Background: an optimization exercise with open tools, aiming at small area, a short achievable clock period and few clock cycles. Do not read the settings as production practice. Function was checked by simulation only, so behaviour that the tests miss may differ from the original. Power and IR drop assume default switching activity.

Setup of run 1:
## dmc_top
module dmc_top (
    input         clk_i,
    input         rst_n_i,
    input         start_i,
    input         read_i,
    input         write_i,
    input  [31:0] address_i,
    input  [31:0] data_i,
    output [31:0] data_o,
    output        ready_o,
    output        mem_read_o,
    output        mem_write_o,
    output [31:0] mem_address_o,
    output [31:0] mem_data_o,
    input  [31:0] mem_data_i
);
Settings: LEC_CHECK=0, CAP_MARGIN=20, CORE_MARGIN=2, CORE_UTILIZATION=40, CTS_BUF_LIST=sky130_fd_sc_hd__clkbuf_16, CTS_CLUSTER_DIAMETER=70, CTS_CLUSTER_SIZE=30, PLACE_DENSITY=0.68, SETUP_SLACK_MARGIN=2.4, SLEW_MARGIN=20; clock period 5.0 ns.
standard.sh (not shown) runs the stock make flow with config.mk's settings and CLKGATE_MAP_FILE= SYNTH_SCRIPT=/design/flow/synth_recipe.tcl, a recipe that flattens the netlist after the stock synthesis.
==> flow/flow/run.sh <==
#!/bin/bash
# The standard layout, with the ports buffered by plain buffers instead of the
# delay cells buffer_ports picks by default.
set -euo pipefail
export BUFFER_PORTS_ARGS="-buffer_cell sky130_fd_sc_hd__buf_2"
bash standard.sh > standard.log 2>&1
Run 1 reached the end of the flow, and the finished layout is clean on the timing, DRC and antenna checks.
Testbench counts of run 1, summed over its fixed seeds: cycles 8,771.
## Diff of input files: run 2 against run 1
-- flow/config.mk --
<<< run 1, line 11
export CTS_BUF_LIST = sky130_fd_sc_hd__clkbuf_16
export CTS_CLUSTER_DIAMETER = 70
export CTS_CLUSTER_SIZE = 30
export PLACE_DENSITY = 0.68
export SETUP_SLACK_MARGIN = 2.4
export SLEW_MARGIN = 20
>>> run 2, line 11
export CTS_BUF_LIST = sky130_fd_sc_hd__clkbuf_16
export CTS_CLUSTER_DIAMETER = 60
export CTS_CLUSTER_SIZE = 24
export PLACE_DENSITY = 0.68
export SETUP_SLACK_MARGIN = 2.5
export SLEW_MARGIN = 20
--- outcome ---
Run 2 against run 1: met1 demand-to-capacity share in global routing went down, post-placement cell count went down, minimum period implied by the final worst setup slack went down, area of combinational cells with multiple inputs went up, total area of sequential cells did not really move.
Run 2 vs. run 1: clock tree buffer count of the final layout went up by 5.
Compared with run 1, in run 2 total power of the final layout held steady; maximum resistive drop on vdd shrank by about 4.4%.
Delta(transition at the pin with the smallest max-transition slack, run 2 - run 1) < 0
Combined buffer and inverter count along the critical path in run 2 is 1 above run 1.
Cmp run 2 vs run 1: reg-to-reg setup timing slack lower in run 2
> inputs changed (run 2 -> run 3)
-- flow/config.mk --
<<< run 2, line 11
export CTS_BUF_LIST = sky130_fd_sc_hd__clkbuf_16
export CTS_CLUSTER_DIAMETER = 60
export CTS_CLUSTER_SIZE = 24
export PLACE_DENSITY = 0.68
export SETUP_SLACK_MARGIN = 2.5
export SLEW_MARGIN = 20
>>> run 3, line 11
export CTS_BUF_LIST = sky130_fd_sc_hd__clkbuf_16
export CTS_CLUSTER_DIAMETER = 70
export CTS_CLUSTER_SIZE = 30
export SETUP_SLACK_MARGIN = 2.3
export SLEW_MARGIN = 20
## What came out
- Run 2 → run 3: global-route track usage on met1 climbed 3.2 points; sequential power share shrank by 0.6 points; synthesized area has remained practically unchanged.
- Looking at time the final worst path needs with I/O delays and setup, run 3 sits 0.14 ns above run 2.

========
Setup of willow:
Another version of the RTL of dmc_top (not shown whole).
For scale: ~2000 cells after synthesis, roughly 800 flip-flops, about 200 I/O pins, about 32000 um2 of cells after synthesis.
// dmc_top
module dmc_top (
    input         clk_i,
    input         rst_n_i,
    input         start_i,
    input         read_i,
    input         write_i,
    input  [31:0] address_i,
    input  [31:0] data_i,
    output [31:0] data_o,
    output        ready_o,
    output        mem_read_o,
    output        mem_write_o,
    output [31:0] mem_address_o,
    output [31:0] mem_data_o,
    input  [31:0] mem_data_i
);
==> flow/config.mk <==
export PLATFORM = sky130hd
export DESIGN_NAME = dmc_top
export DESIGN_NICKNAME = dmc_top
export VERILOG_FILES = /design/flow/design.v
export SDC_FILE = /design/flow/constraint.sdc
export NUM_CORES = 4
export LEC_CHECK = 0
export CAP_MARGIN = 20
export CORE_MARGIN = 2
export CORE_UTILIZATION = 40
export CTS_BUF_LIST = sky130_fd_sc_hd__clkbuf_16
export CTS_CLUSTER_DIAMETER = 70
export CTS_CLUSTER_SIZE = 30
export SETUP_SLACK_MARGIN = 2.1
export SLEW_MARGIN = 20
==> flow/constraint.sdc <==
create_clock -name core_clock -period 5.0 [get_ports {clk_i}]
set_input_delay 1.0000 -clock core_clock [delete_from_list [all_inputs] [get_ports {clk_i}]]
set_output_delay 1.0000 -clock core_clock [all_outputs]
set_load 0.01 [all_outputs]
==> flow/flow/run.sh <==
#!/bin/bash
# The standard layout, with the ports buffered by plain buffers instead of the
# delay cells buffer_ports picks by default.
set -euo pipefail
export BUFFER_PORTS_ARGS="-buffer_cell sky130_fd_sc_hd__buf_4"
bash standard.sh > standard.log 2>&1
Testbench counts of willow, summed over its fixed seeds: cycles 8,771.
Input-level comparison between tundra and willow:
Settings: CTS_CLUSTER_DIAMETER changed from 70 to 60; CTS_CLUSTER_SIZE changed from 30 to 24.
Results
- Peak clock frequency supported by timing ends up lower on willow.
- Compared with willow, in tundra routability-driven placement congestion ratio held steady; minimum hold slack down 0.014 ns; met1 routing resource usage after global routing +0.32 points; vias after detailed routing rose 0.78%.
- Compared with willow, tundra shows a higher non-clock buffer count.
- When tundra is set beside willow, its met3 layer usage reported by global route turns out to be 0.19 points smaller.
- tundra has share of power burned in combinational logic below what willow had.
- Changes observed in tundra relative to willow: cell area after layout up about 1.6%; post-detailed-route via-to-cell ratio now sits at about the same level; via count of the first global-routing pass neither gained nor lost much.
## Diff of input files: garnet against tundra
Settings: changing SETUP_SLACK_MARGIN from 2.1 to 2.3.
==> comparison <==
Lower final-layout fill cell count goes to garnet over tundra.
As of garnet, maximum clock frequency had risen by a few percent compared to tundra.
Arrival time of data at the critical path endpoint (garnet over tundra): increase, 1.22 ns
Cmp garnet vs tundra: multi-input gate share of total cell area higher in garnet
garnet does better than tundra on worst max-slew margin expressed relative to the limit.
From tundra to garnet the numbers moved as follows: area growth from synthesis to final layout shows an increase of 2.1 points; post-detailed-routing wire length shows a reduction of 2500 um.
Utilization: lower on tundra
Count of buffers not belonging to the clock network in the layout | garnet above tundra
On number of placed instances, taps included, garnet and tundra are basically level.
Run comparison: tundra kind of critical path flip-flop to primary output; garnet kind of critical path flip-flop to flip-flop
garnet ended up with more standard cells than tundra.
diff inputs: garnet => violet
Settings: CTS_CLUSTER_SIZE: 24 -> unset; CTS_BUF_LIST: sky130_fd_sc_hd__clkbuf_16 -> sky130_fd_sc_hd__clkbuf_8; SETUP_SLACK_MARGIN: 2.3 -> 2.1; CTS_CLUSTER_DIAMETER: 60 -> unset.
[summary]
No stage failed in violet, and the final checks on the layout all came back clean.
Achievable frequency sits lower in violet than in garnet.
When violet is measured against garnet, its worst hold path cell count turns out 1 lower.
Of violet and garnet, the lower non-clock buffer count belongs to violet.
Taking garnet as the reference, in violet sequential share of the synthesized area did not really move, final weighted congestion in routability-driven placement went up 1.3%.
garnet ended up with flip-flop to flip-flop as its path type of the worst min-delay path; violet ended up with input pin to flip-flop.

========
dmc_top with an RTL version that a note above also has.
Size in the first run: roughly 800 flip-flops, ~0.031 sq mm of cells after synthesis.
clock: 5.0 ns
lec_check: 0
cap_margin: 20
core_margin: 2
core_utilization: 40
cts_buf_list: sky130_fd_sc_hd__clkbuf_16
cts_cluster_diameter: 70
cts_cluster_size: 30
place_density: 0.88
setup_slack_margin: 2.4
slew_margin: 20
==> flow/flow/run.sh <==
#!/bin/bash
# The standard layout, with the ports buffered by plain buffers instead of the
# delay cells buffer_ports picks by default.
set -euo pipefail
export BUFFER_PORTS_ARGS="-buffer_cell sky130_fd_sc_hd__buf_2"
bash standard.sh > standard.log 2>&1
Testbench counts at the start, summed over its fixed seeds: cycles 8,771.
Then changed:
--- a/flow/flow/run.sh
+++ b/flow/flow/run.sh
@@ -4,3 +4,3 @@
 set -euo pipefail
-export BUFFER_PORTS_ARGS="-buffer_cell sky130_fd_sc_hd__buf_2"
+export BUFFER_PORTS_ARGS="-buffer_cell sky130_fd_sc_hd__buf_4"
 bash standard.sh > standard.log 2>&1
- CTS_CLUSTER_DIAMETER: 70 -> 60
- CTS_CLUSTER_SIZE: 30 -> 24
- PLACE_DENSITY: 0.88 -> default
- SETUP_SLACK_MARGIN: 2.4 -> 2.5
Outcome:
- sequential share of layout area drops by 4.7 points
- combinational power climbs by about 20%
- total power came out higher by 11%
- final cell count went up by 3.0%
- first-iteration DRC count went down by 34%
- wire length grows by 3.6%
- fmax increases by 6.0%
- die area does not change
- utilization climbs by 3.6 points
- synthesized cell count stays the same
- non-clock buffer count rose by 63
Then changed:
--- a/flow/flow/run.sh
+++ b/flow/flow/run.sh
@@ -4,3 +4,3 @@
 set -euo pipefail
-export BUFFER_PORTS_ARGS="-buffer_cell sky130_fd_sc_hd__buf_4"
+export BUFFER_PORTS_ARGS="-buffer_cell sky130_fd_sc_hd__buf_2"
 bash standard.sh > standard.log 2>&1
- GPL_TIMING_DRIVEN: default -> 0
- PLACE_DENSITY: default -> 0.68
- SETUP_SLACK_MARGIN: 2.5 -> 2.4
Effect: Maximum frequency falls by a little under a tenth; sequential share of layout area falls by 2.2 points; count of clock-buffer cells in the layout falls by 5; total power falls slightly; cell area rises by a few percent; worst setup slack degrades by 0.22 ns.
Then changed:
- GPL_TIMING_DRIVEN: 0 -> default
- PLACE_DENSITY: 0.68 -> default
- SETUP_SLACK_MARGIN: 2.4 -> 2.3
Cell area came out lower by about 9%.
Area after synthesis is unchanged.
Worst setup slack improved by 0.15 ns.
Flip-flop and latch count stays the same.
Global-route usage came out lower by 3.6 points.
Clock skew grows by 0.013 ns.
Hold slack is worse by 0.017 ns.
Total power is higher by 1.3%.
Clock power goes up by 12%.
Routed wire length drops by 17%.
Cell count went down by about 4%.

[re-timing with driven ports]
In the flow no input, the clock included, has a driving cell. The finished layouts below were timed again as built, in two steps.
Step 1: set_driving_cell puts a clkbuf_16 on clk_i and a buf_2 on each other input, an assumption about the parent block.
Step 2, shift: input delay + t, output delay - t, t = (earliest + latest rising clock arrival at the registers) / 2. This alone moves slack from input paths to output paths.
Slacks: no drivers / after step 1 / after step 2; pairs: no drivers / after step 1.
run | t (ns) | slack for setup (ns) | latest minus earliest clock arrival (ns) | pins driven straight from the clock port
run 1 | 0.660 | 2.371 / 2.295 / 1.717 | 0.056 / 0.056 | 1
run 2 | 0.668 | 2.375 / 2.274 / 1.739 | 0.042 / 0.042 | 1
run 3 | 0.681 | 2.236 / 2.204 / 1.671 | 0.055 / 0.055 | 1
willow | 0.690 | 2.058 / 1.993 / 1.575 | 0.052 / 0.052 | 1
tundra | 0.724 | 2.119 / 2.054 / 1.517 | 0.036 / 0.036 | 1
garnet | 0.706 | 2.213 / 2.213 / 1.663 | 0.049 / 0.049 | 1
violet | 0.837 | 2.137 / 2.073 / 1.392 | 0.050 / 0.050 | 1
the first run of note 3 | 0.614 | 2.146 / 2.012 / 1.398 | 0.046 / 0.046 | 1
the second run of note 3 | 0.704 | 2.308 / 2.239 / 1.730 | 0.064 / 0.064 | 1
the third run of note 3 | 0.695 | 2.083 / 2.023 / 1.493 | 0.046 / 0.047 | 1
the fourth run of note 3 | 0.704 | 2.235 / 2.203 / 1.711 | 0.051 / 0.052 | 1
After both steps setup and hold are still met in every run listed. For the first run of note 3, which loses most, drivers alone change the setup slack by -0.134 ns; drivers and shift together by -0.748 ns.
